Context: an optimization exercise on an open-source flow, tuned for small area and a short achievable clock period. The choices shown serve that exercise and are no tape-out recipe.
Where RTL was checked, it was by simulation tests only, not by an equivalence proof against the original.
Power figures rest on the tool's default switching activity, not on a simulated workload.

old:
==> flow/design.v (excerpt) <==
module SyncFP32Adder2(
    input wire [31:0] a,
    input wire [31:0] b,
    output wire [31:0] S,
    output wire Overflow,
    input wire clk,
    input wire rst
);
Size: roughly 1500 cells after synthesis, roughly 100 flip-flops, about 9000 sq um of cells after synthesis.
==> flow/config.mk <==
export PLATFORM = sky130hd
export DESIGN_NAME = SyncFP32Adder2
export DESIGN_NICKNAME = SyncFP32Adder2
export VERILOG_FILES = /design/flow/design.v
export SDC_FILE = /design/flow/constraint.sdc
export NUM_CORES = 8
export LEC_CHECK = 0
export ABC_AREA = 1
export CAP_MARGIN = 20
export CORE_MARGIN = 2
export CORE_UTILIZATION = 55
export CTS_BUF_LIST = sky130_fd_sc_hd__clkbuf_8
export PLACE_DENSITY = 0.8
export SETUP_SLACK_MARGIN = 5
export SLEW_MARGIN = 20
==> flow/constraint.sdc <==
create_clock -name core_clock -period 9.5 [get_ports {clk}]
set_input_delay 1.9000 -clock core_clock [delete_from_list [all_inputs] [get_ports {clk}]]
set_output_delay 1.9000 -clock core_clock [all_outputs]
set_load 0.01 [all_outputs]
standard.sh (not shown) runs the stock make flow with config.mk's settings and CLKGATE_MAP_FILE= SYNTH_SCRIPT=/design/flow/synth_recipe.tcl, a recipe that flattens the netlist after the stock synthesis.
==> flow/flow/run.sh <==
#!/bin/bash
set -euo pipefail
export BUFFER_PORTS_ARGS="-buffer_cell sky130_fd_sc_hd__buf_1"
export ADDER_MAP_FILE=
bash standard.sh > make.log 2>&1
## Diff of input files: new against old
==> flow/flow/run.sh <==
#!/bin/bash
set -euo pipefail
export BUFFER_PORTS_ARGS="-buffer_cell sky130_fd_sc_hd__buf_1"
bash standard.sh > make.log 2>&1
==> run summary <==
The flow did not stop early for old: all stages ran, and the layout cleared the timing, DRC and antenna checks.
new went all the way through the flow, and no timing, DRC or antenna check failed.
Share of final layout cell area taken by clock buffers and inverters, new and old, higher one = old.
Of new and old, the run reporting the lower power was new.
Cmp new vs old: non-clock inverter count in the final layout lower in new
The first-iteration detailed-routing DRC count in new sits 5.6% below the value recorded for old.
No run of this note included a check of the RTL's function; only the layout flow was run.

---

Another version of the RTL of SyncFP32Adder2 (not shown whole).
For scale: ~100 flip-flops, about 8300 um2 of cells after synthesis.
Settings: LEC_CHECK=0, ABC_AREA=1, CAP_MARGIN=20, CORE_MARGIN=2, CORE_UTILIZATION=55, PLACE_DENSITY=0.8, SLEW_MARGIN=20; clock period 9.5 ns.
==> flow/flow/run.sh <==
#!/bin/bash
set -euo pipefail
export BUFFER_PORTS_ARGS="-buffer_cell sky130_fd_sc_hd__buf_1"
export SETUP_SLACK_MARGIN=5.3
export CTS_ARGS="-sink_clustering_enable -repair_clock_nets -buf_list sky130_fd_sc_hd__clkbuf_8 -dont_use_dummy_load"
bash standard.sh > make.log 2>&1
The first run went through all stages and came out clean.
Then changed:
--- a/flow/flow/run.sh
+++ b/flow/flow/run.sh
@@ -5,2 +5,4 @@
 export CTS_ARGS="-sink_clustering_enable -repair_clock_nets -buf_list sky130_fd_sc_hd__clkbuf_8 -dont_use_dummy_load"
+export SKIP_GATE_CLONING=1
+
 bash standard.sh > make.log 2>&1
What happened: Cell area rises by about 0.4%; global-route usage falls by 0.13 points; non-clock buffer count rises by 16; power rises by about 0.56%; clock power hardly moves; cell count rises by about 0.56%; routed wire length hardly moves.
Then changed:
==> flow/flow/run.sh (replaced) <==
#!/bin/bash
set -euo pipefail
export BUFFER_PORTS_ARGS="-buffer_cell sky130_fd_sc_hd__buf_1"
export SETUP_SLACK_MARGIN=5.2
export CTS_ARGS="-sink_clustering_enable -repair_clock_nets -buf_list sky130_fd_sc_hd__clkbuf_8 -dont_use_dummy_load"
bash standard.sh > make.log 2>&1
Result: Non-clock buffer count falls by 14; total power falls by 1.1%; design area falls by 1.7%.
No functional check of the RTL was part of any run of this note.

---

Another version of the RTL of SyncFP32Adder2 (not shown whole).
For scale: about 1400 cells after synthesis, ~100 flip-flops, ~99 I/O pins.
export LEC_CHECK = 0
export ABC_AREA = 1
export CAP_MARGIN = 20
export CORE_MARGIN = 2
export CORE_UTILIZATION = 40
export SETUP_SLACK_MARGIN = 4.5
export SLEW_MARGIN = 20
create_clock -name core_clock -period 9.5 [get_ports {clk}]
==> flow/flow/run.sh <==
#!/bin/bash
set -euo pipefail
export BUFFER_PORTS_ARGS="-buffer_cell sky130_fd_sc_hd__buf_2"
bash standard.sh > make.log 2>&1
The baseline completed with no timing, DRC or antenna violations.
Rerun with:
- SETUP_SLACK_MARGIN: 4.5 -> 4
Register-to-register slack degrades by 0.34 ns.
Clock-buffer cell count stays the same.
Cell area is lower by about 1.6%.
Worst setup slack loses 0.52 ns.
Maximum frequency came out lower by 9.8%.
Rerun with:
- SETUP_SLACK_MARGIN: 4 -> 5
What happened: Final area climbs by about 5%; routed wire length goes up by 3.1%; global-route usage climbs by 0.15 points.
Rerun with:
==> flow/run.sh (new file) <==
#!/bin/bash
# synth_recipe.tcl (not shown) runs the flow's synth.tcl, then flattens the netlist and writes it again
# the make line also repeats each setting of config.mk as NAME=value (left out here)
make -C /OpenROAD-flow-scripts/flow DESIGN_CONFIG=/design/flow/config.mk WORK_HOME=/design/flow/orfs CLKGATE_MAP_FILE= SYNTH_SCRIPT=/design/flow/synth_recipe.tcl finish
- SETUP_SLACK_MARGIN: 5 -> 4
removed: flow/flow/run.sh
removed: flow/standard.sh
Sequential share of layout area drops by 0.19 points.
Die area does not change.
Total power increases slightly.
Register-to-register slack got worse by 0.75 ns.
No functional check of the RTL was part of any run of this note.

---

run 1:
Another version of the RTL of SyncFP32Adder2 (not shown whole).
Size: about 1300 cells after synthesis, roughly 100 flip-flops, roughly 99 I/O pins, ~8300 um2 of cells after synthesis.
clock: 9.5 ns
lec_check: 0
abc_area: 1
cap_margin: 20
core_margin: 2
core_utilization: 55
place_density: 0.8
slew_margin: 20
==> flow/flow/run.sh <==
#!/bin/bash
set -euo pipefail
export BUFFER_PORTS_ARGS="-buffer_cell sky130_fd_sc_hd__buf_1"
export SETUP_SLACK_MARGIN=5.2
export CTS_ARGS="-sink_clustering_enable -repair_clock_nets -buf_list sky130_fd_sc_hd__clkbuf_8 -dont_use_dummy_load"
export SKIP_GATE_CLONING=1
bash standard.sh > make.log 2>&1
Run 1 finished all stages; the layout is clean.
Inputs modified between run 1 and run 2:
Settings: changing PLACE_DENSITY from 0.8 to 0.85.
diff --git a/flow/flow/run.sh b/flow/flow/run.sh
--- a/flow/flow/run.sh
+++ b/flow/flow/run.sh
@@ -6 +5,0 @@
-export SKIP_GATE_CLONING=1
Findings:
Diff run 1 -> run 2 | post-layout instance count excluding filler cells | increase of 13
Lower final design utilization goes to run 1 over run 2.
In the tables for run 2 and run 1, share of the final layout cell area in multi-input gates reads lower with run 2.
Run 1 -> run 2: wire length of the first global-routing pass flat
Run 2 against run 1: routed wire length moved down; sum of internal, switching and leakage power about even; via count of the first global-routing pass has increased.
Worst hold slack: higher on run 1
Inputs modified between run 2 and run 3:
Settings: changing PLACE_DENSITY from 0.85 to 0.75.
diff --git a/flow/flow/run.sh b/flow/flow/run.sh
--- a/flow/flow/run.sh
+++ b/flow/flow/run.sh
@@ -4 +4 @@
-export SETUP_SLACK_MARGIN=5.2
+export SETUP_SLACK_MARGIN=5.3
@@ -5,0 +6,2 @@
+export SKIP_GATE_CLONING=1
+
--- outcome ---
Across run 3 and run 2, none had a timing, DRC or antenna violation. Run 3 against run 2: global-route usage increased 0.30 points; critical path buffer and inverter count essentially unchanged; clock network fraction of total power decreased 0.3 points; routed wire length increased about 3%. Run 3 against run 2; count of buffers not belonging to the clock network in the layout is up by a little under 10%. For met3 routed wirelength, dividing the value from run 3 by the value from run 2 gives 0.78.
> inputs changed (run 3 -> run 4)
Settings: PLACE_DENSITY: 0.75 -> 0.85.
==> comparison <==
Via count of the routed design: run 4 > run 3. Delta (run 4 minus run 3): power per cell area held; minimum clock period after layout went down 0.031 ns. Run 3 has lower pin slew with the least headroom to its limit than run 4.

---

## job 3201
Another version of the RTL of SyncFP32Adder2 (not shown whole).
Size: ~1,300 cells after synthesis, ~99 I/O pins.
Settings: LEC_CHECK=0, ABC_AREA=1, CAP_MARGIN=20, CORE_MARGIN=2, CORE_UTILIZATION=55, PLACE_DENSITY=0.8, SLEW_MARGIN=20; clock period 9.5 ns.
==> flow/flow/run.sh <==
#!/bin/bash
set -euo pipefail
export BUFFER_PORTS_ARGS="-buffer_cell sky130_fd_sc_hd__buf_1"
export SETUP_SLACK_MARGIN=5.3
export CTS_ARGS="-sink_clustering_enable -repair_clock_nets -buf_list sky130_fd_sc_hd__clkbuf_8 -dont_use_dummy_load"
bash standard.sh > make.log 2>&1
Job 3201 reached the final stage; the timing, DRC and antenna checks on its layout passed.
--- input diff job 3201..job 150 ---
-- flow/flow/run.sh --
<<< job 3201, line 4
export SETUP_SLACK_MARGIN=5.3
>>> job 150, line 4
export SETUP_SLACK_MARGIN=5.2
--- outcome ---
| instance count on the critical path | lower: job 150 |
Job 150 ended up with S[22] as its worst setup path endpoint; job 3201 ended up with t_man_q[16].
Against job 3201, combinational power in job 150 fell by a few percent.
Job 3201 -> job 150: area of the multi-input gates decreased slightly
Comparing job 150 and job 3201, the higher worst-case setup slack after placement is on job 3201.
Job 150 against job 3201: wire length went down 4.4%, relative area change from synthesis to final layout lower.
Die area came out exactly the same in job 150 and job 3201.
Setup slack in job 150 is smaller than in job 3201.
Job 150 finished end to end and its layout was clean on timing, DRC and antenna.
Job 150: utilization after layout is 1.9 points lower than what job 3201 reported.
[compare] base=job 3201 new=job 150: clock network fraction of total power saw an increase; total power saw a decrease.
[inputs] job 4492 vs job 150
-- flow/flow/run.sh --
<<< job 150, line 4
export SETUP_SLACK_MARGIN=5.2
>>> job 4492, line 4
export SETUP_SLACK_MARGIN=5.3
<<< job 150, line 6
>>> job 4492, line 6
export SKIP_GATE_CLONING=1

[summary]
The source of the critical timing path comes out sh_q[2] in one run and sh_q[0] in the other, namely in job 4492 and job 150 respectively. Diff job 150 -> job 4492: fmax rose by about 0.9%, fraction of met1 tracks used by global routing rose by 1.3 points, routed length per placed instance rose by 2.4%. Summary of the comparison: relative contribution of combinational cells to total power is higher in job 4492, relative to job 150. Job 4492: shortest clock period the worst path allows after layout lower than job 150. In the reports for job 150 and job 4492, the larger relative area change from synthesis to final layout belongs to job 4492. Job 4492 vs job 150 — combinational power climbed by a few percent.
No run of this note included a check of the RTL's function; only the layout flow was run.

==> re-timing with driven ports <==
The flow's constraints put no driver on any port. The routed layouts listed below were extracted and timed again, unchanged, in two steps. Step 1, drivers: a clkbuf_16 drives clk and a buf_2 each remaining input, both assumed. Step 2 moves the port delays by t, midway between the first and last clock arrival at a register: inputs arrive t later, outputs are due t later. That takes back most of the time a late clock gives input paths. Slacks: ideal ports / drivers / drivers and shift; pairs: ideal ports / drivers.
| run | shift t [ns] | setup WS [ns] | hold slack, ns |
|---|---|---|---|
| old | 0.421 | 5.164 / 5.125 / 4.796 | 0.357 / 0.357 / 0.357 |
| new | 0.418 | 5.164 / 5.124 / 4.766 | 0.343 / 0.343 / 0.343 |
| the first run of note 2 | 0.388 | 5.351 / 5.338 / 4.950 | 0.335 / 0.335 / 0.335 |
| the second run of note 2 | 0.387 | 5.300 / 5.305 / 4.919 | 0.335 / 0.335 / 0.335 |
| the third run of note 2 | 0.393 | 5.231 / 5.241 / 4.848 | 0.337 / 0.337 / 0.337 |
| the first run of note 3 | 0.386 | 4.695 / 4.654 / 4.472 | 0.350 / 0.350 / 0.350 |
| the second run of note 3 | 0.391 | 4.172 / 4.126 / 4.104 | 0.350 / 0.350 / 0.350 |
| the third run of note 3 | 0.395 | 4.890 / 4.844 / 4.859 | 0.350 / 0.350 / 0.350 |
| the fourth run of note 3 | 0.391 | 4.087 / 4.040 / 4.111 | 0.351 / 0.351 / 0.351 |
| run 1 | 0.393 | 5.326 / 5.291 / 4.950 | 0.332 / 0.332 / 0.332 |
| run 2 | 0.395 | 5.295 / 5.262 / 4.959 | 0.315 / 0.315 / 0.315 |
| run 3 | 0.396 | 5.306 / 5.269 / 4.975 | 0.317 / 0.317 / 0.317 |
| run 4 | 0.397 | 5.337 / 5.305 / 4.971 | 0.334 / 0.334 / 0.334 |
| job 3201 | 0.409 | 5.292 / 5.271 / 4.885 | 0.312 / 0.312 / 0.312 |
| job 150 | 0.408 | 5.271 / 5.236 / 4.953 | 0.315 / 0.315 / 0.315 |
| job 4492 | 0.413 | 5.310 / 5.269 / 4.937 | 0.314 / 0.314 / 0.314 |
After both steps every run listed still meets setup and hold. For job 3201, which loses most, drivers alone change the setup slack by -0.021 ns; drivers and shift together by -0.407 ns.
